This is an optimization exercise on Yosys and OpenROAD, whose aim is small area, a short achievable clock period and few clock cycles, not a production implementation.
Where RTL was checked, it was by simulation tests only, not by an equivalence proof against the original.
The RTL of runs 5 and 6 was laid out without a check of its function.
No run shown here takes its clock network from TritonCTS; it comes from the design's own scripts or RTL.
The clock port is modelled as an ideal driver, which makes a skipped or thinned clock tree look cheaper than it is; a real chip needs a root buffer or a tree.
Power is estimated from default activity; no workload was simulated.

**flow/config.mk**
```make
export PLATFORM = sky130hd
export DESIGN_NAME = ELA
export DESIGN_NICKNAME = ELA
export VERILOG_FILES = /design/flow/design.v
export SDC_FILE = /design/flow/constraint.sdc
export NUM_CORES = 8
export LEC_CHECK = 0
export CAP_MARGIN = 20
export CORE_MARGIN = 2
export CORE_UTILIZATION = 40
export PLACE_DENSITY = 0.8
export SETUP_SLACK_MARGIN = 3.2
export SLEW_MARGIN = 20
```
**flow/constraint.sdc**
```tcl
create_clock -name core_clock -period 5.0 [get_ports {clk}]
set_input_delay 1.0000 -clock core_clock [delete_from_list [all_inputs] [get_ports {clk}]]
set_output_delay 1.0000 -clock core_clock [all_outputs]
set_load 0.01 [all_outputs]
```
**flow/design.v**
```verilog
`timescale 1ns/10ps
module ELA(clk, rst, in_data, data_rd, req, wen, addr, data_wr, done);
	input				clk;
	input				rst;
	input		[7:0]	in_data;
	input		[7:0]	data_rd;
	output				req;
	output	reg			wen;
	output	reg	[9:0]	addr;
	output	reg	[7:0]	data_wr;
	output	reg			done;
	reg			main, vld, nreq;
	assign req = ~nreq;
	reg			s0, s1, s2;
	reg	[4:0]	k;
	reg	[3:0]	j;
	reg	[7:0]	xr, v, yr, p, q;
	reg	[8:0]	dreg, bd;
	reg	[7:0]	sreg, bs;
	wire [8:0] sum = xr + yr;
	wire [8:0] e = {1'b0, xr} + {1'b0, ~yr};
	wire [7:0] m = e[8] ? e[7:0] : ~e[7:0];
	wire [10:0] cmp = {2'b00, dreg[7:0], 1'b1} + {~bd[8], ~bd, dreg[8]};
	wire lt = cmp[10];
	wire [8:0] dm1 = dreg[8] ? {1'b0, dreg[7:0]} : {1'b0, dreg[7:0]} - 9'd1;
	wire edge_col = (k == 5'd1) || (k == 5'd2);
	wire upd = s1 | (lt & ~edge_col & (s2 | s0));
	wire [4:0] k1 = k + 5'd1;
	always @(posedge clk) begin
		dreg <= {e[8], m};
		sreg <= sum[8:1];
		if (upd) begin
			bd <= dm1;
			bs <= sreg;
		end
		if (s0) begin
			xr <= v;
			v <= xr;
		end else if (s1)
			xr <= data_rd;
		if (s0)
			yr <= data_wr;
		else if (s1)
			yr <= q;
		else
			yr <= p;
		if (s1) begin
			p <= yr;
			q <= p;
		end
		data_wr <= s1 ? bs : in_data;
		addr[4:0] <= s1 ? k - 5'd2 : k;
		addr[5] <= s1;
		if (!main)
			addr[9:6] <= 4'd0;
		else if (s2)
			addr[9:6] <= j + 4'd1;
		else if (s1 && k[4:1] == 4'd0)
			addr[9:6] <= j - 4'd1;
		else
			addr[9:6] <= j;
	end
	always @(posedge clk or posedge rst) begin
		if (rst) begin
			main <= 1'b0;
			vld <= 1'b0;
			s0 <= 1'b0;
			s1 <= 1'b0;
			s2 <= 1'b0;
			k <= 5'd0;
			j <= 4'd0;
			nreq <= 1'b0;
			wen <= 1'b0;
			done <= 1'b0;
		end else if (done) begin
			nreq <= 1'b1;
			wen <= 1'b0;
		end else if (!main) begin
			vld <= ~nreq;
			if (vld) k <= k1;
			wen <= vld;
			if (vld && k == 5'd31) begin
				main <= 1'b1;
				s2 <= 1'b1;
				nreq <= 1'b1;
			end
		end else begin
			s0 <= s2;
			s1 <= s0;
			s2 <= s1;
			nreq <= ~s0;
			if (s1) begin
				k <= k1;
				if (k == 5'd31) j <= j + 4'd1;
			end
			if (s2) begin
				wen <= (j != 4'd15);
				if (j == 4'd15 && k == 5'd2) begin
					done <= 1'b1;
					main <= 1'b0;
					wen <= 1'b0;
				end
			end else
				wen <= s1;
		end
	end
endmodule
```
**flow/flow/run.sh**
```bash
#!/bin/bash
# Own layout flow: the standard ORFS flow, except that the clock tree is
# built by flow/cts.tcl (a copy of ORFS's cts.tcl whose TritonCTS call is
# replaced by one level of clock buffers, see manual_clock_tree there).
# Every tool's output goes to a log in this folder.
set -euo pipefail
W=$(pwd)
rm -rf "$W/scripts"
cp -r "$FLOW_HOME/scripts" "$W/scripts"
cp "$W/flow/cts.tcl" "$W/scripts/cts.tcl"
export SCRIPTS_DIR="$W/scripts"
export CLKTREE_NBUF=${CLKTREE_NBUF:-4}
export CLKTREE_BUF=${CLKTREE_BUF:-sky130_fd_sc_hd__clkbuf_16}
[ -f "$W/flow/env.sh" ] && source "$W/flow/env.sh"
bash standard.sh synth > "$W/flow_synth.log" 2>&1
bash standard.sh floorplan > "$W/flow_floorplan.log" 2>&1
bash standard.sh place > "$W/flow_place.log" 2>&1
bash standard.sh cts > "$W/flow_cts.log" 2>&1
bash standard.sh finish > "$W/flow_finish.log" 2>&1
test -s "$W/out/final.def"
```
**flow/flow/cts.tcl**
```tcl
utl::set_metrics_stage "cts__{}"
source $::env(SCRIPTS_DIR)/load.tcl
source $::env(SCRIPTS_DIR)/lec_check.tcl
erase_non_stage_variables cts
load_design 3_place.odb 3_place.sdc
source_step_tcl PRE CTS

# Clone clock tree inverters next to register loads
# so cts does not try to buffer the inverted clocks.
repair_clock_inverters

proc save_progress { stage } {
  puts "Run 'make gui_$stage.odb' to load progress snapshot"
  orfs_write_db $::env(RESULTS_DIR)/$stage.odb
  orfs_write_sdc $::env(RESULTS_DIR)/$stage.sdc
}

# Run CTS
set cts_args [list \
  -sink_clustering_enable \
  -repair_clock_nets]

append_env_var cts_args CTS_BUF_DISTANCE -distance_between_buffers 1
append_env_var cts_args CTS_CLUSTER_SIZE -sink_clustering_size 1
append_env_var cts_args CTS_CLUSTER_DIAMETER -sink_clustering_max_diameter 1
append_env_var cts_args CTS_BUF_LIST -buf_list 1
append_env_var cts_args CTS_LIB_NAME -library 1


if { [env_var_exists_and_non_empty CTS_ARGS] } {
  set cts_args $::env(CTS_ARGS)
}

set_dont_use $::env(DONT_USE_CELLS)

proc kmeans_groups { pts nb } {
  set xs [lsort -real [lmap p $pts {lindex $p 0}]]
  set ys [lsort -real [lmap p $pts {lindex $p 1}]]
  set x0 [lindex $xs 0]; set x1 [lindex $xs end]
  set y0 [lindex $ys 0]; set y1 [lindex $ys end]
  set cent {}
  set side [expr {int(ceil(sqrt($nb)))}]
  set rows [expr {int(ceil(double($nb) / $side))}]
  for {set i 0} {$i < $nb} {incr i} {
    set cx [expr {$i % $side}]; set cy [expr {$i / $side}]
    lappend cent [list [expr {$x0 + ($cx + 0.5) / $side * ($x1 - $x0)}] [expr {$y0 + ($cy + 0.5) / $rows * ($y1 - $y0)}]]
  }
  # balanced k-means: no group takes more than its share of the points
  set cap [expr {int(ceil(double([llength $pts]) / $nb))}]
  for {set iter 0} {$iter < 40} {incr iter} {
    set pairs {}
    set n 0
    foreach p $pts {
      for {set i 0} {$i < $nb} {incr i} {
        set c [lindex $cent $i]
        lappend pairs [list [expr {abs([lindex $p 0] - [lindex $c 0]) + abs([lindex $p 1] - [lindex $c 1])}] $n $i]
      }
      incr n
    }
    set grp [lrepeat $nb {}]
    set cnt [lrepeat $nb 0]
    set done [lrepeat [llength $pts] 0]
    foreach pr [lsort -real -index 0 $pairs] {
      lassign $pr d n i
      if {[lindex $done $n] || [lindex $cnt $i] >= $cap} { continue }
      lset done $n 1
      lset cnt $i [expr {[lindex $cnt $i] + 1}]
      lset grp $i [concat [lindex $grp $i] [list [lindex $pts $n]]]
    }
    set newc {}
    for {set i 0} {$i < $nb} {incr i} {
      set g [lindex $grp $i]
      if {[llength $g] == 0} { lappend newc [lindex $cent $i]; continue }
      set sx 0; set sy 0
      foreach p $g { set sx [expr {$sx + [lindex $p 0]}]; set sy [expr {$sy + [lindex $p 1]}] }
      lappend newc [list [expr {double($sx) / [llength $g]}] [expr {double($sy) / [llength $g]}]]
    }
    set cent $newc
  }
  return [list $grp $cent]
}

# Drive each group of iterms (points {x y iterm}) from a new buffer of
# master bufname placed at the group's centre, fed by net src; returns the
# buffers' input points.
proc buffer_groups { grp cent bufname src prefix } {
  set block [ord::get_db_block]
  set master [[ord::get_db] findMaster $bufname]
  set ins {}
  for {set i 0} {$i < [llength $grp]} {incr i} {
    set g [lindex $grp $i]
    if {[llength $g] == 0} { continue }
    set inst [odb::dbInst_create $block $master ${prefix}$i]
    set net [odb::dbNet_create $block clknet_${prefix}$i]
    $net setSigType CLOCK
    foreach p $g { set it [lindex $p 2]; $it disconnect; $it connect $net }
    set c [lindex $cent $i]
    set x [expr {int([lindex $c 0]) - [$master getWidth] / 2}]
    set y [expr {int([lindex $c 1]) - [$master getHeight] / 2}]
    $inst setLocation $x $y
    $inst setPlacementStatus PLACED
    [$inst findITerm A] connect $src
    [$inst findITerm X] connect $net
    lappend ins [list [lindex $c 0] [lindex $c 1] [$inst findITerm A]]
    puts "clock buffer ${prefix}$i ($bufname) drives [llength $g] pins"
  }
  return $ins
}

proc manual_clock_tree { } {
  set block [ord::get_db_block]
  set clknet [[$block findBTerm clk] getNet]
  set pts {}
  foreach it [$clknet getITerms] {
    set b [[$it getInst] getBBox]
    lappend pts [list [expr {([$b xMin] + [$b xMax]) / 2.0}] [expr {([$b yMin] + [$b yMax]) / 2.0}] $it]
  }
  if {[info exists ::env(CLKTREE_LEAF)] && $::env(CLKTREE_LEAF) ne ""} {
    lassign [kmeans_groups $pts $::env(CLKTREE_NLEAF)] grp cent
    set pts [buffer_groups $grp $cent $::env(CLKTREE_LEAF) $clknet clkleaf_]
  }
  lassign [kmeans_groups $pts $::env(CLKTREE_NBUF)] grp cent
  buffer_groups $grp $cent $::env(CLKTREE_BUF) $clknet clkroot_
  set_propagated_clock [all_clocks]
}
manual_clock_tree

utl::push_metrics_stage "cts__{}__pre_repair_timing"
log_cmd estimate_parasitics -placement
if { $::env(DETAILED_METRICS) } {
  report_metrics 4 "cts pre-repair-timing"
}
utl::pop_metrics_stage

set_placement_padding -global \
  -left $::env(CELL_PAD_IN_SITES_DETAIL_PLACEMENT) \
  -right $::env(CELL_PAD_IN_SITES_DETAIL_PLACEMENT)

set result [catch { detailed_placement } msg]
if { $result != 0 } {
  save_progress 4_1_error
  error "Detailed placement failed in CTS: $msg"
}

log_cmd estimate_parasitics -placement

if { $::env(CTS_SNAPSHOTS) } {
  save_progress 4_1_pre_repair_hold_setup
}

if { !$::env(SKIP_CTS_REPAIR_TIMING) } {
  if { $::env(EQUIVALENCE_CHECK) } {
    write_eqy_verilog 4_before_rsz.v
  }
  if { $::env(LEC_CHECK) } {
    write_lec_verilog 4_before_rsz_lec.v
  }

  repair_timing_helper

  if { $::env(EQUIVALENCE_CHECK) } {
    run_equivalence_test
  }
  if { $::env(LEC_CHECK) } {
    write_lec_verilog 4_after_rsz_lec.v
    run_lec_test 4_rsz 4_before_rsz_lec.v 4_after_rsz_lec.v
  }

  set result [catch { detailed_placement } msg]
  if { $result != 0 } {
    save_progress 4_1_error
    error "Detailed placement failed in CTS: $msg"
  }

  check_placement -verbose
}

report_metrics 4 "cts final"

source_step_tcl POST CTS

orfs_write_db $::env(RESULTS_DIR)/4_1_cts.odb
orfs_write_sdc $::env(RESULTS_DIR)/4_cts.sdc
```
**flow/standard.sh**
```bash
#!/bin/bash
# synth_recipe.tcl (not shown) runs the flow's synth.tcl, then flattens the netlist and writes it again
# the make line also repeats each setting of config.mk as NAME=value (left out here)
make -C /OpenROAD-flow-scripts/flow DESIGN_CONFIG=/design/flow/config.mk WORK_HOME=/design/flow/orfs CLKGATE_MAP_FILE= SYNTH_SCRIPT=/design/flow/synth_recipe.tcl "${@:-finish}"
```
==> out/summary.txt, run 1 <==
Hold_buf cts: 0
Crit path capture type: register
Number of diodes: 0
Cells after DPL: 578
Syn_nets: 461
Clock transition at the registers of the reported paths: 100 ps
Final net count: 508
Period Utilization, post-route: 39.97%
Met1 usage: 18.20%
Starting Density: 40.76%
Fin Setup TNS: 0 ps
IO Port Bufs: 38
Initial antenna violation count: 0
Reg2reg start: xr[0]
Worst Path Required: 5090 ps
Reg2Reg Setup Slack: 3000 ps
Met3 GRT Util: 0.8999%
Drt first pass iters: 5
Final ANT Viol Nets: 0
Skew-Pair Late Insertion Delay: 170 ps
CP max stage delay: 410 ps
Share of post-route cells with drive strength above 1: 19.69%
Vias: 3076
Hold endpoint: bs[6]
Worst VDD drop: 0.1501 mV
WL/cell: 15.83 um
First-pass GRT wire length: 14700 um
Cell count after synthesis: 407
Crit-path slowest cell: edfxtp_1
Syn. warnings: 1
Die Height: 114.4 um
GR peak layer: met2
Met2 usage: 25.13%
Yosys cell types: 47
Die W: 114.4 um
Vias per cell: 5.135
Die area: 0.01309 sq mm
FF-to-FF End: dreg[7]
Slew Viols, Final: 0
Final Hold Viols: 0
CP Class: reg2reg
Vias in the first global route: 3051
Std cell rows: 40
Yosys top cell by area: edfxtp_1
WL final: 9482 um
Clock Skew: 11.81 ps
Top cell type's share of synthesized area: 30.18%
Slew HR: 72.88%
Ranking of synthesized cells by area: edfxtp_1 30%, dfxtp_1 18%, dfrtp_1 8.7%
Min-delay worst type: reg2reg
Pwr/cell area: 289.8 mW/mm^2
Tightest Pin Transition: 401.6 ps
Cells along the critical path: ha_2 > fa_2 > a21oi_4 > o221ai_4 > o21a_1 > o41ai_2 > xor2_1
Post-Syn Area per Cell: 11.98 sq um
P&R area growth vs syn: 20.07%
Hold path cells: 0
Status: finished clean
Core ar.: 0.01196 sq mm
Worst Setup Start Kind: register
Synth Register Bits: 109
Total Routing Usage GR: 13.73%
Fmax: 500.4 MHz
Non-Filler Instances: 599
MaxCap Viol Count: 0
Largest net degree at the start of global routing: 37
IO Count: 39
Min-delay src: sreg[6]
Min cycle time layout: 1999 ps
Register area share after synthesis: 56.56%
R2R cell count: 7
DRC: 0
RSZ-0062 raised after global routing: true
Leakage: 0.002358 uW
Post-DP HPWL: 6165 um
Mapped cell area: 0.004876 sq mm
Initial DRC Count: 253
Max Fanout on Critical Path: 4
CP arrival: 2090 ps
Final GP Congestion: 0.7873
Setup-failing EPs final: 0
Grt ovf: 0
==> repair_timing <==
item / 4_1_cts / 5_1_grt
resized for setup: 50 / 33
pin swaps: 13 / 14
setup endpoints to repair: 60 / 60
gates cloned: 0 / 2
setup buffers: 10 / 5
==> layout by cell type, fill, tap and decap left out, drive strengths merged, types with 5 or more instances in the layout <==
cell / instances
edfxtp: 49
dfxtp: 43
ha: 34
inv: 33
nand2: 28
xnor2: 23
o21ai: 20
mux2: 18
nor2: 17
clkdlybuf4s50: 17
dfrtp: 17
buf: 17
a21oi: 15
xor2: 12
clkbuf: 11
dlygate4sd2: 10
nor3: 9
mux2i: 8
nand2b: 7
nor2b: 6
nand3: 6
o21bai: 6
nor4: 5
o211ai: 5
==> synthesized netlist by cell type, drive strengths merged <==
library cell and number:
nor4b 1, nand3 6, edfxtp 49, a2bb2oi 1
and4bb 1, and3 2, o221ai 1, a211oi 4
nor3 9, o21a 2, ha 34, nand2 28
clkbuf 9, nor2 17, nor4 5, o22a 1
a21oi 15, dfrtp 17, dfxtp 43, xor2 12
o41ai 3, a22oi 1, mux2i 8, a31oi 1
buf 6, inv 34, and2 2, nand4 2
fa 2, o21ai 20, o311ai 1, nor2b 6
o21bai 6, o211ai 5, or3 2, or2 3
mux2 18, xnor2 23, nand2b 7
==> sequential cells by signal (all words and copies together) (netlist names) <==
signal   flops
wen          1
addr        10
s1           1
vld          1
p            8
data_wr      8
yr           8
dreg         9
nreq         1
s2           1
bd           9
j            4
bs           8
s0           1
sreg         8
v            8
xr           8
main         1
q            8
done         1
k            5
==> final cells by class <==
class	count	area [sq um]
flip-flops and latches	109	2769
multi-input cells	249	2120
plain buffers	4	100.1
well taps	147	183.9
fillers	1013	6107
inverters	34	131.4
repair buffers	56	550.5
==> metrics by stage <==
step	instance area, sq um	utilization (%)	total power [uW]	setup WS [ps]	hold WS, ps
3_3_place_gp	5403	45.17	1241	2945	387.1
2_1_floorplan	4902	-	1187	3116	385.5
4_1_cts	5672	47.42	1637	2934	413.7
3_5_place_dp	5403	45.17	1253	2906	388.7
6_report	5854	48.94	1697	3001	413.0
5_1_grt	5854	48.94	1769	2944	424.5
==> critical path, delay by kind of cell (launching register included) <==
| kind | cells | cell delay, ps |
|---|---|---|
| flops | 1 | 410 |
| compound gates | 4 | 750 |
| fa+ha+maj | 2 | 600 |
| xor+xnor | 1 | 180 |
==> logic make-up after synthesis <==
family | count (synthesis) | share of synthesized area [%]
adder cells (fa/ha/maj) | 36 | 9.546
buffers and inverters | 49 | 4.080
XOR/XNOR | 35 | 6.287
AND/OR/NAND/NOR | 91 | 9.161
flip-flops | 109 | 56.56
AO/OA/AOI/OAI | 61 | 8.571
multiplexers | 26 | 5.799
==> worst max path at each step <==
stage	start	depth (start not counted)	endpoint	slack, ps
after detailed placement	bd[7]	5	bs[5]	2910
after global placement	done	1	done	2940
after global routing	xr[0]	7	dreg[7]	2940
after floorplan	xr[0]	7	dreg[6]	3120
after CTS	done	1	done	2930
final	xr[0]	7	dreg[7]	3000
==> report_power, final <==
group          switching [uW]  total, uW  internal, uW  leakage (uW)
clock network             217        364           148     0.0000493
registers                35.6       1050          1010       0.00103
logic                     135        286           151       0.00127
total                     387       1700          1310       0.00236
==> per-layer routing <==
layer  up-vias  routed length, um
li1       1492                  -
met1      1483               4058
met2        87               4866
met3        14                411
met4         0                145
met5         -                  0
Testbench counts, summed over its fixed seeds: cycles 47,392.
==> run 2: changes to the inputs <==
==> flow/flow/run.sh (replaced) <==
#!/bin/bash
# Own layout flow: the standard ORFS flow (standard.sh), except that
# - the clock tree is built by flow/cts.tcl, a copy of ORFS's cts.tcl whose
#   TritonCTS call is replaced by one level of clock buffers fed by the clock
#   port (manual_clock_tree there);
# - flow/env.sh may set MAKEVARS, extra ORFS variables for the steps after
#   synthesis. Synthesis is the standard one, unchanged.
# Every tool's output goes to a log in this folder.
set -euo pipefail
W=$(pwd)
rm -rf "$W/scripts"
cp -r "$FLOW_HOME/scripts" "$W/scripts"
cp "$W/flow/cts.tcl" "$W/scripts/cts.tcl"
export SCRIPTS_DIR="$W/scripts"
export CLKTREE_NBUF=4
export CLKTREE_BUF=sky130_fd_sc_hd__clkbuf_16
MAKEVARS=()
if [ -f "$W/flow/env.sh" ]; then source "$W/flow/env.sh"; fi
bash standard.sh synth > "$W/flow_synth.log" 2>&1
for step in floorplan place cts finish; do
  bash standard.sh "${MAKEVARS[@]}" $step > "$W/flow_$step.log" 2>&1
done
test -s "$W/out/final.def"
==> flow/flow/env.sh (new file) <==
export BUFFER_PORTS_ARGS="-buffer_cell sky130_fd_sc_hd__buf_2"
--- a/flow/config.mk
+++ b/flow/config.mk
@@ -9,5 +9,4 @@
 export CORE_MARGIN = 2
 export CORE_UTILIZATION = 40
-export PLACE_DENSITY = 0.8
 export SETUP_SLACK_MARGIN = 3.2
 export SLEW_MARGIN = 20
==> out/summary.txt, run 2 <==
WL/cell: 13.98 um
Main flop type after synthesis: edfxtp_1
Top cell type's share of synthesized area: 30.18%
CP Class: reg2reg
Period Utilization, post-route: 39.78%
First-pass GRT wire length: 13560 um
Share of post-route cells with drive strength above 1: 27.53%
P&R area growth vs syn: 17.12%
Mapped cell area: 0.004876 sq mm
Fill cells: 1082
IO Count: 39
Number of synthesized flops with an enable pin: 49
Slew Viols, Final: 0
Final Hold Viols: 0
Die Height: 114.4 um
Worst Path Required: 5100 ps
Min cycle time layout: 1989 ps
Number of diodes: 0
Largest reg by FF count: addr
Crit path buf inv count: 0
Core Util, Final: 47.74%
Vias in the first global route: 2854
Crit path capture type: register
Slew HR: 55.46%
Clock Skew: 10.63 ps
Core ar.: 0.01196 sq mm
DRC: 0
Final net count: 510
Post-DP HPWL: 5803 um
Fin Setup TNS: 0 ps
Min-delay worst type: reg2reg
Initial antenna violation count: 0
Largest net degree at the start of global routing: 37
Starting Density: 40.76%
Crit path max-delay family: compound AO/OA/AOI/OAI gates
IO Port Bufs: 38
Total Routing Usage GR: 12.32%
Worst VDD drop: 0.1600 mV
Ys async rst share: 15.60%
Fmax: 502.8 MHz
RSZ-0062 raised after global routing: true
Yosys cell types: 47
MaxCap Viol Count: 0
Commonest non-fill, non-tap cell in the layout: edfxtp_1
CP max stage delay: 420 ps
Cell count after synthesis: 407
Register area share after synthesis: 56.56%
Hold_buf cts: 0
Skew-Pair Late Insertion Delay: 160 ps
Vias per cell: 4.917
Ranking of synthesized cells by area: edfxtp_1 30%, dfxtp_1 18%, dfrtp_1 8.7%
Drt first pass iters: 4
Worst Setup Start Kind: register
Syn_nets: 461
Crit-path slowest cell: edfxtp_1
CP arrival: 2090 ps
Count leader, synth: edfxtp_1
Post-synth top cells: 49 x edfxtp_1, 43 x dfxtp_1, 34 x ha_1
Die area: 0.01309 sq mm
Initial DRC Count: 155
Final GP Congestion: 0.7908
WL final: 8401 um
Post-Syn Area per Cell: 11.98 sq um
Clock transition at the registers of the reported paths: 100 ps
Die W: 114.4 um
Setup-failing EPs final: 0
Leakage: 0.002341 uW
Max Fanout on Critical Path: 4
Yosys top cell by area: edfxtp_1
Std cell rows: 40
Commonest non-fill, non-tap cells in the layout: 49 x edfxtp_1, 38 x dfxtp_1, 38 x buf_2
Grt ovf: 0
Final ANT Viol Nets: 0
Pwr/cell area: 292.3 mW/mm^2
Syn. warnings: 1
Synth Register Bits: 109
Vias: 2955
Largest regs: addr (10), bd (9), dreg (9)
Cells along the critical path: ha_2 > fa_2 > a21oi_4 > o221ai_4 > o21a_1 > o41ai_2 > xor2_1
Tightest Pin Transition: 667.4 ps
Status: finished clean
Number of flip-flops in the largest register: 10
run 2: cell counts after synthesis:
No cell type changed its count.
run 2: logic make-up (layout without fill, tap and decap cells):
| kind of cell | after synthesis | in the layout | synth area share (%) |
|---|---|---|---|
| flip-flops | 109 | 109 | 56.56 |
| AND/OR/NAND/NOR | 91 | 91 | 9.161 |
| AO/OA/AOI/OAI | 61 | 61 | 8.571 |
| buffers and inverters | 49 | 96 | 4.080 |
| adder cells (fa/ha/maj) | 36 | 36 | 9.546 |
| XOR/XNOR | 35 | 35 | 6.287 |
| multiplexers | 26 | 26 | 5.799 |
run 2: worst paths after layout:
| path | startpoint | end | slack [ps] | cells past startpoint |
|---|---|---|---|---|
| worst max-delay path | xr[0] | dreg[7] | 3010 | 7 |
| worst min-delay path | sreg[3] | bs[3] | 410 | 0 |
| worst max register to register | xr[0] | dreg[7] | 3010 | 7 |
| worst min register to register | sreg[3] | bs[3] | 410 | 0 |
| max in group asynchronous | rst | s1 | 3590 | 2 |
| min in group asynchronous | rst | k[4] | 910 | 2 |
run 2: area by class of cell:
type	instances	area [sq um]	share of cell area (%)
repair buffers	58	402.9	7.055
plain buffers	4	100.1	1.753
inverters	34	127.6	2.235
multi-input cells	249	2126	37.23
flip-flops and latches	109	2770	48.51
well taps	147	183.9	3.221
run 2: through the flow:
stage,hold WS (ps),setup WS [ps],instance area [sq um],total power (uW),std cells
5_1_grt,412.5,2924,5710,1751,601
6_report,409.8,3011,5710,1669,601
3_3_place_gp,388.7,2949,5220,1235,579
3_5_place_dp,389.5,2917,5220,1239,579
2_1_floorplan,385.5,3116,4902,1187,407
4_1_cts,413.4,3037,5473,1617,590
run 2: metal layers:
layer	part of all wire, %	up-vias	GRT usage (%)	wire length [um]
li1	-	1499	-	-
met1	47	1414	17.07	3978
met2	49	32	21.74	4147
met3	1.9	10	0.7411	156
met4	1.4	0	1.870	119
met5	0	-	0	0
run 2: worst reg2reg max path: stages, from the launching register on:
cell	delay, ps
edfxtp_1	420
ha_2	210
fa_2	390
a21oi_4	180
o221ai_4	130
o21a_1	220
o41ai_2	230
xor2_1	160
run 2: where the power goes:
part / total [uW] / switching, uW / internal, uW
Sequential: 1040 / 32.3 / 1010
Combinational: 270 / 129 / 142
Clock: 356 / 208 / 148
run 2: repair_timing:
item                       CTS  global route
gates resized for setup     18            30
pin swaps                   10            11
setup endpoints to repair   31            41
cloned                       0             2
buffers inserted             7             9
==> run 3: changes to the inputs <==
==> flow/flow/env.sh (replaced) <==
export BUFFER_PORTS_ARGS="-buffer_cell sky130_fd_sc_hd__buf_2"; MAKEVARS=(MATCH_CELL_FOOTPRINT=0)
==> out/summary.txt, run 3 <==
Status: finished clean
Hold_buf cts: 0
Skew-Pair Late Insertion Delay: 160 ps
Final Hold Viols: 0
Pwr/cell area: 292.3 mW/mm^2
First-pass GRT wire length: 13560 um
Vias per cell: 4.917
Post-DP HPWL: 5803 um
Number of synthesized flops with an enable pin: 49
IO Port Bufs: 38
Worst VDD drop: 0.1600 mV
Grt ovf: 0
DRC: 0
Initial DRC Count: 155
Multi-input logic area: 0.002126 sq mm
Largest regs: addr (10), bd (9), dreg (9)
Yosys cell types: 47
Slew HR: 55.46%
Pre-CTS setup slack: 2917 ps
Commonest non-fill, non-tap cells in the layout: 49 x edfxtp_1, 38 x dfxtp_1, 38 x buf_2
Core ar.: 0.01196 sq mm
Period Utilization, post-route: 39.78%
Largest net degree at the start of global routing: 37
Min-delay worst type: reg2reg
Main flop type after synthesis: edfxtp_1
Clock Skew: 10.63 ps
Setup-failing EPs final: 0
WL/cell: 13.98 um
Commonest non-fill, non-tap cell in the layout: edfxtp_1
Fill cells: 1082
Register area share after synthesis: 56.56%
Fmax: 502.8 MHz
MaxCap Viol Count: 0
Number of diodes: 0
Max Fanout on Critical Path: 4
Starting Density: 40.76%
Post-Syn Area per Cell: 11.98 sq um
Fin Setup TNS: 0 ps
Share of post-route cells with drive strength above 1: 27.53%
Initial antenna violation count: 0
Ys async rst share: 15.60%
Post-synth top cells: 49 x edfxtp_1, 43 x dfxtp_1, 34 x ha_1
Total Power: 1669 uW
Count leader, synth: edfxtp_1
Non-Filler Instances: 601
Largest reg by FF count: addr
Mapped cell area: 0.004876 sq mm
Register Area: 0.002770 sq mm
Hold slack: 409.8 ps
Number of flip-flops in the largest register: 10
Clock transition at the registers of the reported paths: 100 ps
Die W: 114.4 um
Worst Path Required: 5100 ps
WL final: 8401 um
Cells after DPL: 579
Cell count after synthesis: 407
Synth Register Bits: 109
Syn_nets: 461
Top cell type's share of synthesized area: 30.18%
Total Routing Usage GR: 12.32%
Final setup margin: 3011 ps
Final GP Congestion: 0.7908
Final net count: 510
Final ANT Viol Nets: 0
Slew Viols, Final: 0
Die Height: 114.4 um
Drt first pass iters: 4
Tightest Pin Transition: 667.4 ps
Vias in the first global route: 2854
RSZ-0062 raised after global routing: true
Leakage: 0.002341 uW
Vias: 2955
Min cycle time layout: 1989 ps
CP arrival: 2090 ps
Yosys top cell by area: edfxtp_1
Std cell rows: 40
Ranking of synthesized cells by area: edfxtp_1 30%, dfxtp_1 18%, dfrtp_1 8.7%
IO Count: 39
Worst Setup Start Kind: register
CP Class: reg2reg
Crit path capture type: register
Die area: 0.01309 sq mm
P&R area growth vs syn: 17.12%
Syn. warnings: 1
-- run 3: cell counts after synthesis --
Identical to the previous run, type by type.
-- run 3: metal layers --
layer / wire length (um) / global-route usage, % / vias up
met1: 3978 / 17.07 / 1414
met5: 0 / 0 / -
met3: 156 / 0.7411 / 10
met2: 4147 / 21.74 / 32
li1: - / - / 1499
met4: 119 / 1.870 / 0
-- run 3: worst paths after layout --
path,from,to,slack [ps],depth (start not counted)
setup / recovery,xr[0],dreg[7],3010,7
min in group asynchronous,rst,k[4],910,2
setup reg to reg,xr[0],dreg[7],3010,7
hold / removal,sreg[3],bs[3],410,0
hold reg to reg,sreg[3],bs[3],410,0
max in group asynchronous,rst,s1,3590,2
-- run 3: cell type report --
cell class | count | area share (%)
Sequential cell | 109 | 48.51
Multi-Input combinational cell | 249 | 37.23
Timing Repair Buffer | 58 | 7.055
Tap cell | 147 | 3.221
Inverter | 34 | 2.235
Buffer | 4 | 1.753
-- run 3: what timing repair did --
action / CTS / global route
gates resized for setup: 18 / 30
endpoints found under the setup margin: 31 / 41
hold endpoints to repair: 0 / 0
pin swaps: 10 / 11
cloned: 0 / 2
setup buffers: 7 / 9
-- run 3: cell families after synthesis --
group	share of synthesized area, %
compound gates	8.571
xor+xnor	6.287
fa+ha+maj	9.546
buf+inv	4.080
flops	56.56
mux	5.799
simple gates	9.161
-- run 3: report_power, final --
| group | leakage, uW | switching, uW | internal [uW] |
|---|---|---|---|
| clock | 0.0000493 | 208 | 148 |
| combinational | 0.00126 | 129 | 142 |
| sequential | 0.00103 | 32.3 | 1010 |
| total | 0.00234 | 369 | 1300 |
-- run 3: per-stage QoR --
stage | area (sq um) | util [%]
2_1_floorplan | 4902 | -
3_3_place_gp | 5220 | 43.64
3_5_place_dp | 5220 | 43.64
4_1_cts | 5473 | 45.75
5_1_grt | 5710 | 47.74
6_report | 5710 | 47.74
-- run 3: critical path: stages (launching register included) --
cell	delay (ps)
edfxtp_1	420
ha_2	210
fa_2	380
a21oi_4	180
o221ai_4	130
o21a_1	220
o41ai_2	230
xor2_1	160
==> run 4: changes to the inputs <==
--- a/flow/config.mk
+++ b/flow/config.mk
@@ -9,4 +9,4 @@
 export CORE_MARGIN = 2
 export CORE_UTILIZATION = 40
-export SETUP_SLACK_MARGIN = 3.2
+export SETUP_SLACK_MARGIN = 3.4
 export SLEW_MARGIN = 20
==> out/summary.txt, run 4 <==
Post-DP HPWL: 5802 um
CP Class: reg2reg
Total Routing Usage GR: 13.10%
Setup-failing EPs final: 0
Multiplexer share of the synthesized area: 5.799%
Worst Path Required: 5090 ps
Leakage: 0.002441 uW
Period Utilization, post-route: 39.95%
Largest regs: addr (10), bd (9), dreg (9)
Syn_nets: 461
Slew HR: 54.11%
CP arrival: 2090 ps
Post-route cell area: 0.005957 sq mm
Ys async rst share: 15.60%
Worst Setup Start Kind: register
Clock group share of total power: 21.7%
Post-synth top cells: 49 x edfxtp_1, 43 x dfxtp_1, 34 x ha_1
Count leader, synth: edfxtp_1
Min-delay src: sreg[0]
Top cell type's share of synthesized area: 30.18%
Tightest Pin Transition: 687.7 ps
Status: finished clean
Max Fanout on Critical Path: 5
First-pass GRT wire length: 14270 um
Grt ovf: 0
RSZ-0062 raised after global routing: true
FF-to-FF End: dreg[7]
Die area: 0.01309 sq mm
Number of flip-flops in the largest register: 10
Commonest non-fill, non-tap cells in the layout: 49 x edfxtp_1, 33 x dfxtp_1, 30 x inv_1
Post-synthesis compound-gate area fraction: 8.571%
Skew-Pair Late Insertion Delay: 170 ps
Drt first pass iters: 4
Net switching power: 376.8 uW
WL final: 8657 um
Reg2Reg Setup Slack: 3000 ps
Register area share after synthesis: 56.56%
Fmax: 500.6 MHz
WL/cell: 14.12 um
Main flop type after synthesis: edfxtp_1
Starting Density: 40.76%
Final Hold Viols: 0
Total Power: 1682 uW
Commonest non-fill, non-tap cell in the layout: edfxtp_1
Post-Syn Area per Cell: 11.98 sq um
Post-Synth Adder-Cell Area: 9.546%
Hold path cells: 0
Min cycle time layout: 1998 ps
Worst VDD drop: 0.1642 mV
Slew Viols, Final: 0
Yosys top cell by area: edfxtp_1
Largest family of logic cells by synthesized area: adder cells
Met2 usage: 23.00%
Number of synthesized flops with an enable pin: 49
Clock transition at the registers of the reported paths: 110 ps
Core ar.: 0.01196 sq mm
Yosys cell types: 47
IO Count: 39
Net Sw Frac: 22.40%
Crit path capture type: register
Reg2reg start: xr[1]
Met1 usage: 18.36%
IO Port Bufs: 38
Synth Area in Simple Gates: 9.161%
Largest reg by FF count: addr
Vias: 2987
Initial DRC Count: 156
Mapped cell area: 0.004876 sq mm
Int Pwr: 1305 uW
GR peak layer: met2
Met3 GRT Util: 0.8470%
Final GP Congestion: 0.7861
Vias per cell: 4.873
Logic pwr share: 16.4%
Cell count after synthesis: 407
Ranking of synthesized cells by area: edfxtp_1 30%, dfxtp_1 18%, dfrtp_1 8.7%
Std cell rows: 40
MaxCap Viol Count: 0
Syn. warnings: 1
P&R area growth vs syn: 22.17%
Synth Area in XOR/XNOR: 6.287%
Min-delay worst type: reg2reg
Synth Register Bits: 109
R2R cell count: 5
Fin Setup TNS: 0 ps
Final net count: 522
Hold endpoint: bs[0]
Final ANT Viol Nets: 0
Vias in the first global route: 2941
Largest net degree at the start of global routing: 38
Initial antenna violation count: 0
Dpl cell area: 0.005233 sq mm
Reg power frac: 61.9%
Die W: 114.4 um
Clock Skew: 9.803 ps
Core Util, Final: 49.80%
Pwr/cell area: 282.4 mW/mm^2
Die Height: 114.4 um
Number of diodes: 0
DRC: 0
Share of post-route cells with drive strength above 1: 33.91%
## run 4: routing by layer
| metal | part of all wire, % | up-vias |
|---|---|---|
| li1 | - | 1521 |
| met1 | 47 | 1417 |
| met2 | 49 | 37 |
| met3 | 2.3 | 12 |
| met4 | 1.5 | 0 |
| met5 | 0 | - |
## run 4: power by group through the flow
stage               combinational (uW)  clock, uW  sequential [uW]
detailed placement                 187          0             1060
global route                       304        414             1050
finish                             275        365             1040
global placement                   182          0             1060
floorplan                          144          0             1050
CTS                                266        383             1040
## run 4: how the worst max path moves through the flow
stage / from / to / slack [ps] / cells past startpoint
2_1_floorplan: xr[0] / dreg[7] / 3120 / 7
3_3_place_gp: k[1] / bs[3] / 2940 / 5
3_5_place_dp: xr[0] / dreg[7] / 2920 / 7
4_1_cts: xr[0] / dreg[7] / 2950 / 7
5_1_grt: xr[0] / dreg[7] / 2910 / 7
6_report: xr[1] / dreg[7] / 3000 / 5
## run 4: area by class of cell
class / count / area, sq um
Tap cell: 147 / 183.9
Buffer: 4 / 100.1
Fill cell: 1079 / 6005
Timing Repair Buffer: 70 / 578.1
Inverter: 34 / 127.6
Multi-Input combinational cell: 249 / 2185
Sequential cell: 109 / 2783
## run 4: repair_timing
| item | 4_1_cts | 5_1_grt |
|---|---|---|
| hold buffers | 0 | 0 |
| gates cloned | 2 | 0 |
| setup endpoints to repair | 70 | 70 |
| resized for setup | 53 | 35 |
| pin swaps | 9 | 24 |
| buffers inserted | 19 | 9 |
## run 4: critical path, stage by stage (launching register included)
cell and delay (ps):
edfxtp_1 500, ha_1 380, a21oi_1 230, o211ai_1 170, o41ai_1 430, xor2_1 210
## run 4: logic make-up after synthesis
logic type,Yosys count
AOI/OAI and AO/OA,61
xor gates and xnor gates,35
adders and majority gates,36
buffers and inverters,49
DFF,109
muxes,26
and+or+nand+nor,91
## run 4: per-stage QoR
stage	cells	hold slack, ps	setup WS [ps]
finish	613	416.3	3002
global route	613	427.7	2908
CTS	604	419.3	2953
detailed placement	579	393.3	2923
global placement	579	389.2	2938
floorplan	407	385.5	3122
==> run 5: changes to the inputs <==
--- a/flow/design.v
+++ b/flow/design.v
@@ -19,14 +19,17 @@
 	reg	[7:0]	sreg, bs;
 	wire [8:0] sum = xr + yr;
-	wire [8:0] e = {1'b0, xr} + {1'b0, ~yr};
-	wire [7:0] m = e[8] ? e[7:0] : ~e[7:0];
-	wire [10:0] cmp = {2'b00, dreg[7:0], 1'b1} + {~bd[8], ~bd, dreg[8]};
-	wire lt = cmp[10];
-	wire [8:0] dm1 = dreg[8] ? {1'b0, dreg[7:0]} : {1'b0, dreg[7:0]} - 9'd1;
+	wire [8:0] t = {1'b0, xr} + {1'b0, ~yr};
+	wire [7:0] e = dreg[7:0];
+	wire signed [9:0] bds = {bd[8], bd};
+	wire lt1 = $signed({2'b00, e}) < bds;
+	wire [9:0] eb = {2'b00, e} + {bd[8], bd};
+	wire lt0 = $signed(eb) > 10'sd254;
+	wire lt = dreg[8] ? lt1 : lt0;
+	wire [8:0] dm1 = dreg[8] ? {1'b0, e} : 9'd254 - {1'b0, e};
 	wire edge_col = (k == 5'd1) || (k == 5'd2);
 	wire upd = s1 | (lt & ~edge_col & (s2 | s0));
 	wire [4:0] k1 = k + 5'd1;
 	always @(posedge clk) begin
-		dreg <= {e[8], m};
+		dreg <= t;
 		sreg <= sum[8:1];
 		if (upd) begin
==> flow/flow/env.sh (replaced) <==
export BUFFER_PORTS_ARGS="-buffer_cell sky130_fd_sc_hd__buf_2"
--- a/flow/config.mk
+++ b/flow/config.mk
@@ -9,4 +9,4 @@
 export CORE_MARGIN = 2
 export CORE_UTILIZATION = 40
-export SETUP_SLACK_MARGIN = 3.4
+export SETUP_SLACK_MARGIN = 3.2
 export SLEW_MARGIN = 20
==> out/summary.txt, run 5 <==
First-pass GRT wire length: 14770 um
Skew-Pair Late Insertion Delay: 170 ps
Die Height: 116.3 um
CP max stage delay: 410 ps
IO Port Bufs: 38
Vias: 3164
Share of post-route cells with drive strength above 1: 25.73%
RSZ-0062 raised after global routing: true
WL/cell: 14.02 um
Clock transition at the registers of the reported paths: 110 ps
Syn_nets: 490
Die area: 0.01353 sq mm
Starting Density: 40.48%
Min cycle time layout: 2851 ps
Total Routing Usage GR: 13.27%
Fill cells: 1136
Setup-failing EPs final: 0
Final net count: 543
Std cell rows: 41
Final ANT Viol Nets: 0
Count leader, synth: edfxtp_1
Yosys cell types: 52
Initial antenna violation count: 0
Crit-path slowest cell: edfxtp_1
Top cell type's share of synthesized area: 29.16%
Dpl cell area: 0.005439 sq mm
Die W: 116.3 um
Vias in the first global route: 3106
Yosys top cell by area: edfxtp_1
Pwr/cell area: 307.7 mW/mm^2
Fmax: 350.8 MHz
Final Hold Viols: 0
Worst Path Required: 4890 ps
Mapped cell area: 0.005046 sq mm
Drt first pass iters: 4
Worst Setup Start Kind: register
Slew Viols, Final: 0
Status: finished clean
Largest net degree at the start of global routing: 37
IO Count: 39
Post-route cell area: 0.005854 sq mm
DRC: 0
P&R area growth vs syn: 16.02%
Main flop type after synthesis: edfxtp_1
Cell count after synthesis: 427
Cells after DPL: 629
Crit path capture type: register
Number of diodes: 0
Initial DRC Count: 151
Vias per cell: 4.868
Register area share after synthesis: 54.65%
Ys async rst share: 15.60%
Leakage: 0.002430 uW
CP arrival: 2740 ps
Final GP Congestion: 0.8106
Max Fanout on Critical Path: 7
Slew HR: 55.14%
Fin Setup TNS: 0 ps
Largest reg by FF count: addr
Post-synth top cells: 49 x edfxtp_1, 43 x dfxtp_1, 42 x ha_1
Tightest Pin Transition: 672.1 ps
Min-delay worst type: reg2reg
Core ar.: 0.01247 sq mm
Number of flip-flops in the largest register: 10
Non-Filler Instances: 650
Syn. warnings: 1
Clock Skew: 13.89 ps
CP Class: reg2reg
Synth Register Bits: 109
Commonest non-fill, non-tap cell in the layout: edfxtp_1
MaxCap Viol Count: 0
Largest regs: addr (10), bd (9), dreg (9)
Post-Syn Area per Cell: 11.82 sq um
Grt ovf: 0
WL final: 9112 um
Period Utilization, post-route: 57.01%
Core Util, Final: 46.96%
Commonest non-fill, non-tap cells in the layout: 49 x edfxtp_1, 39 x dfxtp_1, 38 x buf_2
Worst VDD drop: 0.1552 mV
Ranking of synthesized cells by area: edfxtp_1 29%, dfxtp_1 17%, ha_1 10%
Cells along the critical path: ha_2 > fa_2 > nor2b_4 > o21ba_1 > or3_4 > a211oi_2 > a32oi_2 > o41ai_4 > buf_4 > buf_6
Number of synthesized flops with an enable pin: 49
Hold slack: 412.1 ps
Post-DP HPWL: 6382 um
## run 5: cell count changes after synthesis, sizes merged, moves of 3 or more
cell,previous run,this run
buf,6,2
nor2,17,31
a31oi,1,6
a21oi,15,21
inv,34,38
ha,34,42
nor2b,6,3
o21bai,6,3
nand2b,7,4
o21ai,20,24
xnor2,23,18
nand2,28,19
## run 5: final cells by class
class	count	area [sq um]	share of cell area, %
Buffer	4	100.1	1.710
Inverter	38	145.1	2.479
Multi-Input combinational cell	269	2252	38.47
Sequential cell	109	2769	47.30
Tap cell	172	215.2	3.676
Timing Repair Buffer	58	372.9	6.369
## run 5: metal layers
| layer | GRT usage [%] | vias to the layer above | routed length [um] |
|---|---|---|---|
| met4 | 1.587 | 0 | 142 |
| met1 | 17.91 | 1537 | 4264 |
| li1 | - | 1583 | - |
| met2 | 24.38 | 33 | 4533 |
| met3 | 0.6227 | 11 | 172 |
| met5 | 0 | - | 0 |
## run 5: kinds of logic (layout without fill, tap and decap cells)
group	count (synthesis)	count (layout)	synth area share (%)
simple gates	87	87	8.282
flops	109	109	54.65
fa+ha+maj	45	45	11.60
xor+xnor	32	32	5.554
buf+inv	49	100	4.215
compound gates	76	76	9.447
mux	29	29	6.249
## run 5: worst paths after layout
path | end | start | slack (ps) | cells past startpoint
worst min register to register | bs[5] | sreg[5] | 410 | 0
worst max register to register | bd[5] | bd[0] | 2150 | 10
max in group asynchronous | s1 | rst | 3620 | 2
worst max-delay path | bd[5] | bd[0] | 2150 | 10
worst min-delay path | bs[5] | sreg[5] | 410 | 0
min in group asynchronous | done | rst | 910 | 2
## run 5: power breakdown
group	total [uW]	internal [uW]	switching, uW
Clock	367	148	219
Sequential	1040	1010	37.9
Combinational	390	186	204
## run 5: through the flow
stage | setup WS [ps] | power (uW)
floorplan | 2106 | 1292
global placement | 1694 | 1370
detailed placement | 1774 | 1386
CTS | 2127 | 1799
global route | 2045 | 1893
finish | 2149 | 1801
## run 5: timing repair
item | CTS | global route
setup endpoints to repair | 32 | 29
gates resized for setup | 31 | 13
pin swaps | 12 | 11
hold buffers | 0 | 0
setup buffers | 11 | 6
## run 5: critical path: cells and delay by family (launching register included)
family	cells	cell delay [ps]
compound gates	4	800
buf+inv	2	330
simple gates	2	470
flops	1	410
fa+ha+maj	2	540
==> run 6: changes to the inputs <==
--- a/flow/config.mk
+++ b/flow/config.mk
@@ -9,4 +9,4 @@
 export CORE_MARGIN = 2
 export CORE_UTILIZATION = 40
-export SETUP_SLACK_MARGIN = 3.2
+export SETUP_SLACK_MARGIN = 3.0
 export SLEW_MARGIN = 20
==> out/summary.txt, run 6 <==
Top cell type's share of synthesized area: 29.16%
Total Routing Usage GR: 12.87%
Fill cells: 1167
Vias per cell: 4.909
Reg2reg start: bd[0]
Met1 usage: 18.53%
Final Hold Viols: 0
First-pass GRT wire length: 14370 um
Crit path capture type: register
Net Sw Frac: 25.51%
DRC: 0
Net switching power: 446.8 uW
Worst Path Required: 4890 ps
Core Util, Final: 45.27%
Pre-CTS setup slack: 1906 ps
Clock Skew: 11.28 ps
Worst Setup Start Kind: register
Core ar.: 0.01247 sq mm
WL/cell: 13.90 um
Min-delay src: sreg[3]
Met2 usage: 22.60%
RSZ-0062 raised after global routing: true
Die area: 0.01353 sq mm
IO Port Bufs: 38
Fmax: 365.6 MHz
Syn. warnings: 1
Reg power frac: 59.6%
Vias in the first global route: 3003
Total Power: 1752 uW
Std cell rows: 41
Post-Syn Area per Cell: 11.82 sq um
Hold_buf cts: 0
Syn_nets: 490
Slew HR: 55.93%
Max Fanout on Critical Path: 9
Worst VDD drop: 0.1726 mV
Final GP Congestion: 0.7923
Die W: 116.3 um
Grt ovf: 0
Post-DP HPWL: 6348 um
Die Height: 116.3 um
Largest net degree at the start of global routing: 45
FF-to-FF End: bs[3]
Yosys top cell by area: edfxtp_1
Vias: 3132
Number of flip-flops in the largest register: 10
Met3 GRT Util: 0.6227%
Clock group share of total power: 21.2%
Pwr/cell area: 310.4 mW/mm^2
Post-route cell area: 0.005643 sq mm
Tightest Pin Transition: 660.3 ps
Initial antenna violation count: 0
Largest reg by FF count: addr
CP Class: reg2reg
Ranking of synthesized cells by area: edfxtp_1 29%, dfxtp_1 17%, ha_1 10%
Int Pwr: 1305 uW
Min cycle time layout: 2735 ps
Final ANT Viol Nets: 0
MaxCap Viol Count: 0
Logic pwr share: 19.2%
Number of diodes: 0
P&R area growth vs syn: 11.83%
Min-delay worst type: reg2reg
CP arrival: 2620 ps
Count leader, synth: edfxtp_1
Crit. Startpoint: bd[0]
Hold path cells: 0
R2R cell count: 9
Period Utilization, post-route: 54.71%
Hold endpoint: bs[3]
Largest regs: addr (10), bd (9), dreg (9)
Main flop type after synthesis: edfxtp_1
Clock transition at the registers of the reported paths: 110 ps
Register Area: 0.002765 sq mm
Synth Register Bits: 109
GR peak layer: met2
Slew Viols, Final: 0
Cell count after synthesis: 427
Multi-input logic area: 0.002158 sq mm
Skew-Pair Late Insertion Delay: 170 ps
Dpl cell area: 0.005435 sq mm
Reg2Reg Setup Slack: 2260 ps
Number of synthesized flops with an enable pin: 49
Commonest non-fill, non-tap cells in the layout: 49 x edfxtp_1, 40 x dfxtp_1, 38 x ha_1, 38 x buf_2, 37 x inv_1
Setup-failing EPs final: 0
Starting Density: 40.48%
Final setup margin: 2265 ps
Register area share after synthesis: 54.65%
Post-synth top cells: 49 x edfxtp_1, 43 x dfxtp_1, 42 x ha_1
Yosys cell types: 52
Fin Setup TNS: 0 ps
Mapped cell area: 0.005046 sq mm
WL final: 8870 um
IO Count: 39
Leakage: 0.002359 uW
Initial DRC Count: 145
Ys async rst share: 15.60%
Share of post-route cells with drive strength above 1: 20.39%
Drt first pass iters: 4
Status: finished clean
Final net count: 531
Commonest non-fill, non-tap cell in the layout: edfxtp_1
==> run 6: cell count changes in the layout (fill, tap and decap cells not counted), moves of 3 or more <==
cell / previous run / this run
buf_4: 16 / 5
a21oi_1: 13 / 17
a21oi_2: 7 / 4
inv_1: 34 / 37
==> run 6: kinds of logic after synthesis <==
logic type	Yosys count	share of synthesized area, %
AOI/OAI and AO/OA	76	9.447
xor gates and xnor gates	32	5.554
adders and majority gates	45	11.60
buffers and inverters	49	4.215
DFF	109	54.65
muxes	29	6.249
and+or+nand+nor	87	8.282
==> run 6: layout make-up <==
cell class              instances  area share, %
well taps                     172          3.814
multi-input cells             269          38.25
repair buffers                 46          4.634
inverters                      38          2.528
plain buffers                   4          1.774
flip-flops and latches        109          49.00
==> run 6: how the worst max path moves through the flow <==
stage                     endpoint  depth (start not counted)
after floorplan              bd[0]                          8
after global placement       bs[4]                          7
after detailed placement     bd[0]                          8
after CTS                    bs[2]                          9
after global routing         bd[5]                          9
final                        bs[3]                          9
==> run 6: worst max-delay path: stages (launching register included) <==
cell and delay [ps]:
edfxtp_1 420, ha_2 200, fa_2 340, nor2b_4 140
o21ba_1 180, or3_1 320, a211oi_2 190, a32oi_1 160
o41ai_4 300, buf_6 210
==> run 6: timing repair <==
action,in CTS,in global routing
endpoints found under the setup margin,20,24
gates resized for setup,7,13
pin swaps,1,5
setup buffers,4,1
==> run 6: per-stage QoR <==
step,hold WS (ps),std cells
after floorplan,385.5,427
after global placement,386.7,628
after detailed placement,390.2,629
after CTS,416.1,637
after global routing,423.3,638
final,413.2,638
==> run 6: power groups by stage <==
stage / clock network, uW / logic, uW / registers [uW]
final: 371 / 336 / 1040
after global routing: 413 / 376 / 1050
after CTS: 382 / 332 / 1050
after detailed placement: 0 / 316 / 1070
after global placement: 0 / 304 / 1070
after floorplan: 0 / 239 / 1050
==> run 6: per-layer routing <==
layer | up-vias | share of wire, % | wire length [um]
li1 | 1570 | - | -
met1 | 1510 | 48 | 4218
met2 | 47 | 49 | 4337
met3 | 5 | 2.7 | 239
met4 | 0 | 0.83 | 74
met5 | - | 0 | 0
==> run 7: changes to the inputs <==
--- a/flow/design.v
+++ b/flow/design.v
@@ -18,18 +18,35 @@
 	reg	[8:0]	dreg, bd;
 	reg	[7:0]	sreg, bs;
-	wire [8:0] sum = xr + yr;
-	wire [8:0] t = {1'b0, xr} + {1'b0, ~yr};
-	wire [7:0] e = dreg[7:0];
-	wire signed [9:0] bds = {bd[8], bd};
-	wire lt1 = $signed({2'b00, e}) < bds;
-	wire [9:0] eb = {2'b00, e} + {bd[8], bd};
-	wire lt0 = $signed(eb) > 10'sd254;
-	wire lt = dreg[8] ? lt1 : lt0;
-	wire [8:0] dm1 = dreg[8] ? {1'b0, e} : 9'd254 - {1'b0, e};
+	wire [7:0] yn = ~yr;
+	wire [7:0] sp = xr ^ yr;	 
+	wire [7:0] ep = xr ^ yn;	 
+	reg [7:0] sg, sq, eg, eq;	 
+	integer l, i, t;
+	always @(*) begin
+		sg = xr & yr;
+		sq = sp;
+		eg = xr & yn;
+		eq = ep;
+		for (l = 0; l < 3; l = l + 1)
+			for (i = 0; i < 8; i = i + 1)
+				if ((i >> l) & 1) begin
+					t = ((i >> (l + 1)) << (l + 1)) + (1 << l) - 1;
+					sg[i] = sg[i] | (sq[i] & sg[t]);
+					sq[i] = sq[i] & sq[t];
+					eg[i] = eg[i] | (eq[i] & eg[t]);
+					eq[i] = eq[i] & eq[t];
+				end
+	end
+	wire [8:0] sum = {sg[7], sp ^ {sg[6:0], 1'b0}};
+	wire [8:0] e = {eg[7], ep ^ {eg[6:0], 1'b0}};
+	wire [7:0] m = e[8] ? e[7:0] : ~e[7:0];
+	wire [10:0] cmp = {2'b00, dreg[7:0], 1'b1} + {~bd[8], ~bd, dreg[8]};
+	wire lt = cmp[10];
+	wire [8:0] dm1 = dreg[8] ? {1'b0, dreg[7:0]} : {1'b0, dreg[7:0]} - 9'd1;
 	wire edge_col = (k == 5'd1) || (k == 5'd2);
 	wire upd = s1 | (lt & ~edge_col & (s2 | s0));
 	wire [4:0] k1 = k + 5'd1;
 	always @(posedge clk) begin
-		dreg <= t;
+		dreg <= {e[8], m};
 		sreg <= sum[8:1];
 		if (upd) begin
--- a/flow/config.mk
+++ b/flow/config.mk
@@ -9,4 +9,4 @@
 export CORE_MARGIN = 2
 export CORE_UTILIZATION = 40
-export SETUP_SLACK_MARGIN = 3.0
+export SETUP_SLACK_MARGIN = 3.2
 export SLEW_MARGIN = 20
==> out/summary.txt, run 7 <==
Status: finished clean
Fmax: 482.2 MHz
WL/cell: 14.39 um
Synth Register Bits: 109
Pre-CTS setup slack: 2846 ps
Crit path capture type: register
Register area share after synthesis: 58.54%
Total Routing Usage GR: 12.64%
Final setup margin: 2926 ps
Post-DP HPWL: 5433 um
CP arrival: 2140 ps
Most Frequent Cell on Critical Path: fa_2
Reg power frac: 62.3%
WL final: 8061 um
IO Count: 39
Clock group share of total power: 21.5%
MaxCap Viol Count: 0
Crit path buf inv count: 0
Syn_nets: 428
CP Class: reg2reg
Cell count after synthesis: 372
GR peak layer: met2
Net Sw Frac: 21.91%
Initial DRC Count: 133
Clock Skew: 11.20 ps
Fill cells: 1013
CP max stage delay: 410 ps
Main flop type after synthesis: edfxtp_1
Cell depth of the worst setup path: 7
Std cell rows: 39
Starting Density: 41.08%
Yosys top cell by area: edfxtp_1
Post-Syn Area per Cell: 12.66 sq um
Final GP Congestion: 0.7713
Mapped cell area: 0.004711 sq mm
Worst Path Required: 5070 ps
Largest net degree at the start of global routing: 37
Final Hold Viols: 0
Commonest non-fill, non-tap cells in the layout: 49 x edfxtp_1, 41 x dfxtp_1, 38 x buf_2
DRC: 0
Skew-Pair Late Insertion Delay: 160 ps
Worst Setup Start Kind: register
Crit path max-delay family: adder cells
Net switching power: 364.4 uW
Drt first pass iters: 4
Syn. warnings: 1
Initial antenna violation count: 0
Hold_buf cts: 0
Min-delay worst type: reg2reg
Int Pwr: 1298 uW
Tightest Pin Transition: 649.9 ps
Met3 GRT Util: 0.8639%
Largest regs: addr (10), bd (9), dreg (9)
Die Height: 112.5 um
Number of synthesized flops with an enable pin: 49
Final net count: 475
Vias per cell: 4.925
Die W: 112.5 um
P&R area growth vs syn: 15.91%
Logic pwr share: 16.2%
Fin Setup TNS: 0 ps
Number of flip-flops in the largest register: 10
Max Fanout on Critical Path: 2
Grt ovf: 0
Commonest non-fill, non-tap cell in the layout: edfxtp_1
Vias in the first global route: 2703
Die area: 0.01266 sq mm
Final ANT Viol Nets: 0
Ys async rst share: 15.60%
R2R cell count: 7
Yosys cell types: 44
Post-synth top cells: 49 x edfxtp_1, 43 x dfxtp_1, 35 x inv_1
Crit-path slowest cell: edfxtp_1
RSZ-0062 raised after global routing: true
Ranking of synthesized cells by area: edfxtp_1 31%, dfxtp_1 18%, dfrtp_1 9.0%
Share of post-route cells with drive strength above 1: 28.06%
Setup-failing EPs final: 0
Count leader, synth: edfxtp_1
Hold path cells: 0
Cells along the critical path: ha_2 > fa_2 > a21o_1 > a21o_2 > fa_2 > xnor2_2 > xnor2_1
Pwr/cell area: 304.5 mW/mm^2
Number of diodes: 0
Slew HR: 56.62%
Worst VDD drop: 0.2379 mV
First-pass GRT wire length: 13330 um
Largest reg by FF count: addr
Min cycle time layout: 2074 ps
Top cell type's share of synthesized area: 31.24%
Vias: 2758
IO Port Bufs: 38
Period Utilization, post-route: 41.48%
Leakage: 0.002289 uW
Slew Viols, Final: 0
Core ar.: 0.01147 sq mm
Met2 usage: 22.69%
Clock transition at the registers of the reported paths: 100 ps
Met1 usage: 16.99%
-- run 7: cell types whose count changed in the layout (fill, tap and decap cells not counted), moves of 5 or more --
| cell | previous run | this run |
|---|---|---|
| nor2_1 | 30 | 14 |
| a31oi_1 | 6 | 1 |
| a21oi_1 | 17 | 12 |
| ha_1 | 38 | 29 |
| o21ai_0 | 23 | 11 |
-- run 7: metal layers --
| metal | vias to the layer above | routed length, um |
|---|---|---|
| li1 | 1370 | - |
| met5 | - | 0 |
| met1 | 1343 | 3800 |
| met2 | 34 | 3904 |
| met3 | 11 | 188 |
| met4 | 0 | 168 |
-- run 7: cells by family (layout without fill, tap and decap cells) --
| group | count (synthesis) | in the layout | synth area share [%] |
|---|---|---|---|
| AO/OA/AOI/OAI | 51 | 51 | 7.039 |
| flip-flops | 109 | 109 | 58.54 |
| buffers and inverters | 50 | 95 | 4.090 |
| adder cells (fa/ha/maj) | 38 | 38 | 11.05 |
| XOR/XNOR | 33 | 33 | 6.135 |
| AND/OR/NAND/NOR | 61 | 61 | 6.268 |
| multiplexers | 30 | 30 | 6.879 |
-- run 7: cell type report --
cell class / instances / area [sq um] / share of cell area [%]
plain buffers: 4 / 100.1 / 1.833
inverters: 36 / 135.1 / 2.475
multi-input cells: 213 / 1884 / 34.51
flip-flops and latches: 109 / 2768 / 50.69
well taps: 143 / 178.9 / 3.277
repair buffers: 55 / 394.1 / 7.218
-- run 7: timing repair --
item	4_1_cts	5_1_grt
resized for setup	24	15
buffers inserted	12	3
cloned	1	0
pin swaps	14	15
endpoints found under the setup margin	50	34
-- run 7: worst paths after layout --
check | startpoint | end | slack, ps
worst max-delay path | xr[0] | dreg[5] | 2930
worst min-delay path | sreg[3] | bs[3] | 410
worst max register to register | xr[0] | dreg[5] | 2930
worst min register to register | sreg[3] | bs[3] | 410
max in group asynchronous | rst | s1 | 3620
min in group asynchronous | rst | j[2] | 900
-- run 7: power groups by stage --
stage,Sequential [uW],Clock (uW),Combinational (uW)
6_report,1040,357,269
3_3_place_gp,1060,0,162
2_1_floorplan,1050,0,123
3_5_place_dp,1060,0,165
5_1_grt,1040,402,298
4_1_cts,1040,374,252
-- run 7: stage by stage --
stage	hold WS, ps	instances	total power (uW)	instance area (sq um)	utilization, %
floorplan	385.5	372	1169	4731	-
global placement	386.3	540	1217	5050	44.04
detailed placement	390.4	540	1221	5050	44.04
CTS	414.3	557	1663	5374	46.86
global route	418.4	560	1743	5460	47.62
finish	413.1	560	1663	5460	47.62
Testbench counts of run 7, summed over its fixed seeds: cycles 47,392.
==> run 8: changes to the inputs <==
--- a/flow/config.mk
+++ b/flow/config.mk
@@ -9,4 +9,4 @@
 export CORE_MARGIN = 2
 export CORE_UTILIZATION = 40
-export SETUP_SLACK_MARGIN = 3.2
+export SETUP_SLACK_MARGIN = 2.8
 export SLEW_MARGIN = 20
==> out/summary.txt, run 8 <==
Core ar.: 0.01147 sq mm
Multi-input logic area: 0.001794 sq mm
Max Fanout on Critical Path: 2
Starting Density: 41.08%
Post-route cell area: 0.005218 sq mm
Fin Setup TNS: 0 ps
Drt first pass iters: 4
Skew-Pair Late Insertion Delay: 160 ps
Share of post-route cells with drive strength above 1: 20.15%
WL final: 7677 um
Grt ovf: 0
Die Height: 112.5 um
WL/cell: 13.96 um
Die area: 0.01266 sq mm
Vias per cell: 4.827
Dpl cell area: 0.005042 sq mm
Min cycle time layout: 2121 ps
Worst Path Required: 5050 ps
Setup-failing EPs final: 0
Final ANT Viol Nets: 0
Main flop type after synthesis: edfxtp_1
P&R area growth vs syn: 10.76%
Worst VDD drop: 0.2554 mV
Total Routing Usage GR: 11.97%
Cell count after synthesis: 372
Final net count: 465
Initial antenna violation count: 0
Die W: 112.5 um
Syn. warnings: 1
CP arrival: 2170 ps
Pwr/cell area: 299.9 mW/mm^2
Final Hold Viols: 0
Final GP Congestion: 0.7688
IO Port Bufs: 38
Vias in the first global route: 2533
Clock transition at the registers of the reported paths: 100 ps
Initial DRC Count: 116
Reg2Reg Setup Slack: 2880 ps
Ys async rst share: 15.60%
IO Count: 39
Ranking of synthesized cells by area: edfxtp_1 31%, dfxtp_1 18%, dfrtp_1 9.0%
R2R cell count: 7
Top cell type's share of synthesized area: 31.24%
Number of diodes: 0
Slew HR: 55.39%
Number of flip-flops in the largest register: 10
Std cell rows: 39
Commonest non-fill, non-tap cell in the layout: edfxtp_1
Register Area: 0.002759 sq mm
Leakage: 0.002203 uW
Crit. Startpoint: xr[0]
Slew Viols, Final: 0
Syn_nets: 428
First-pass GRT wire length: 12670 um
Post-DP HPWL: 5438 um
Largest net degree at the start of global routing: 37
Largest regs: addr (10), bd (9), dreg (9)
Crit path capture type: register
Reg2reg start: xr[0]
Commonest non-fill, non-tap cells in the layout: 49 x edfxtp_1, 43 x dfxtp_1, 38 x buf_2
CP Class: reg2reg
Register area share after synthesis: 58.54%
Fill cells: 1072
DRC: 0
Yosys top cell by area: edfxtp_1
Number of synthesized flops with an enable pin: 49
Period Utilization, post-route: 42.41%
Mapped cell area: 0.004711 sq mm
Fmax: 471.6 MHz
Post-Syn Area per Cell: 12.66 sq um
Status: finished clean
Synth Register Bits: 109
Worst Setup Start Kind: register
Largest reg by FF count: addr
End point of the critical path: dreg[5]
RSZ-0062 raised after global routing: true
Yosys cell types: 44
Tightest Pin Transition: 668.5 ps
Count leader, synth: edfxtp_1
FF-to-FF End: dreg[5]
Vias: 2655
Clock Skew: 10.70 ps
Post-synth top cells: 49 x edfxtp_1, 43 x dfxtp_1, 35 x inv_1
MaxCap Viol Count: 0
Core Util, Final: 45.50%
Min-delay worst type: reg2reg
## run 8: worst min-delay path by stage
stage | from | endpoint | depth (start not counted)
after detailed placement | sreg[7] | bs[7] | 0
final | sreg[1] | bs[1] | 0
after global routing | sreg[7] | bs[7] | 0
after floorplan | sreg[0] | bs[0] | 0
after CTS | sreg[7] | bs[7] | 0
after global placement | sreg[3] | bs[3] | 0
## run 8: report_power, final
part           switching, uW  leakage [uW]  total [uW]  internal, uW
sequential              30.0       0.00104        1040          1010
combinational           95.4       0.00112         169          73.8
clock                    212     0.0000493         359           148
total                    337       0.00220        1560          1230
## run 8: area by class of cell
| cell class | count | area share [%] |
|---|---|---|
| buffer | 4 | 1.918 |
| inverter | 36 | 2.590 |
| multi-input combinational | 213 | 34.39 |
| sequential | 109 | 52.88 |
| tap | 143 | 3.429 |
| timing repair buffer | 45 | 4.796 |
## run 8: metrics by stage
step / std cells / power, uW / setup slack (ps) / hold WS [ps]
after floorplan: 372 / 1165 / 2856 / 385.5
after global placement: 541 / 1212 / 2779 / 387.5
after detailed placement: 541 / 1219 / 2705 / 388.7
after CTS: 548 / 1580 / 2801 / 414.1
after global routing: 550 / 1642 / 2779 / 421.2
final: 550 / 1565 / 2879 / 412.8
## run 8: cell families (layout without fill, tap and decap cells)
logic type	Yosys count	count (layout)	share of synthesized area, %
DFF	109	109	58.54
muxes	30	30	6.879
adders and majority gates	38	38	11.05
and+or+nand+nor	61	61	6.268
AOI/OAI and AO/OA	51	51	7.039
xor gates and xnor gates	33	33	6.135
buffers and inverters	50	85	4.090
## run 8: what timing repair did
action | in CTS | in global routing
endpoints found under the setup margin | 24 | 8
buffers inserted | 3 | 2
hold buffers | 0 | 0
gates resized for setup | 5 | 3
pin swaps | 3 | 5
## run 8: routing by layer
metal  part of all wire (%)  vias to the layer above  GRT usage [%]
li1                       -                     1346              -
met1                     47                     1272          16.61
met2                     49                       31          21.16
met3                    3.0                        6          1.080
met4                    1.2                        0          1.463
met5                      0                        -              0
## run 8: worst max-delay path, stage by stage, from the launching register on
cell	delay, ps
edfxtp_1	420
ha_2	210
fa_2	340
a21o_1	190
a21o_2	220
fa_2	350
xnor2_2	150
xnor2_1	130

-- separate check: timing with driven ports --
Ports are ideal in the flow. The routed layouts listed here were re-timed in OpenROAD. Step 1 assumes that a clkbuf_16 drives the clock port and a buf_2 every other input. Step 2 moves the port delays by t, midway between the first and last clock arrival at a register: inputs arrive t later, outputs are due t later. That takes back most of the time a late clock gives input paths. Slacks: no drivers / after step 1 / after step 2; pairs: no drivers / after step 1.
run | shift t [ns] | setup slack, ns | worst setup path at the end | clock arrival spread, ns | worst slew at a driven data input, ns
run 1 | 0.243 | 3.001 / 3.001 / 3.001 | register to register | 0.013 / 0.013 | 0.04
run 2 | 0.238 | 3.011 / 3.011 / 3.011 | register to register | 0.010 / 0.010 | 0.03
run 3 | 0.238 | 3.011 / 3.011 / 3.011 | register to register | 0.010 / 0.010 | 0.03
run 4 | 0.243 | 3.002 / 3.003 / 3.003 | register to register | 0.010 / 0.010 | 0.04
run 5 | 0.243 | 2.149 / 2.149 / 2.149 | register to register | 0.014 / 0.014 | 0.03
run 6 | 0.241 | 2.265 / 2.265 / 2.265 | register to register | 0.014 / 0.015 | 0.03
run 7 | 0.239 | 2.926 / 2.926 / 2.926 | register to register | 0.011 / 0.011 | 0.03
run 8 | 0.242 | 2.879 / 2.879 / 2.879 | register to register | 0.012 / 0.012 | 0.04
After both steps every run listed still meets setup and hold.
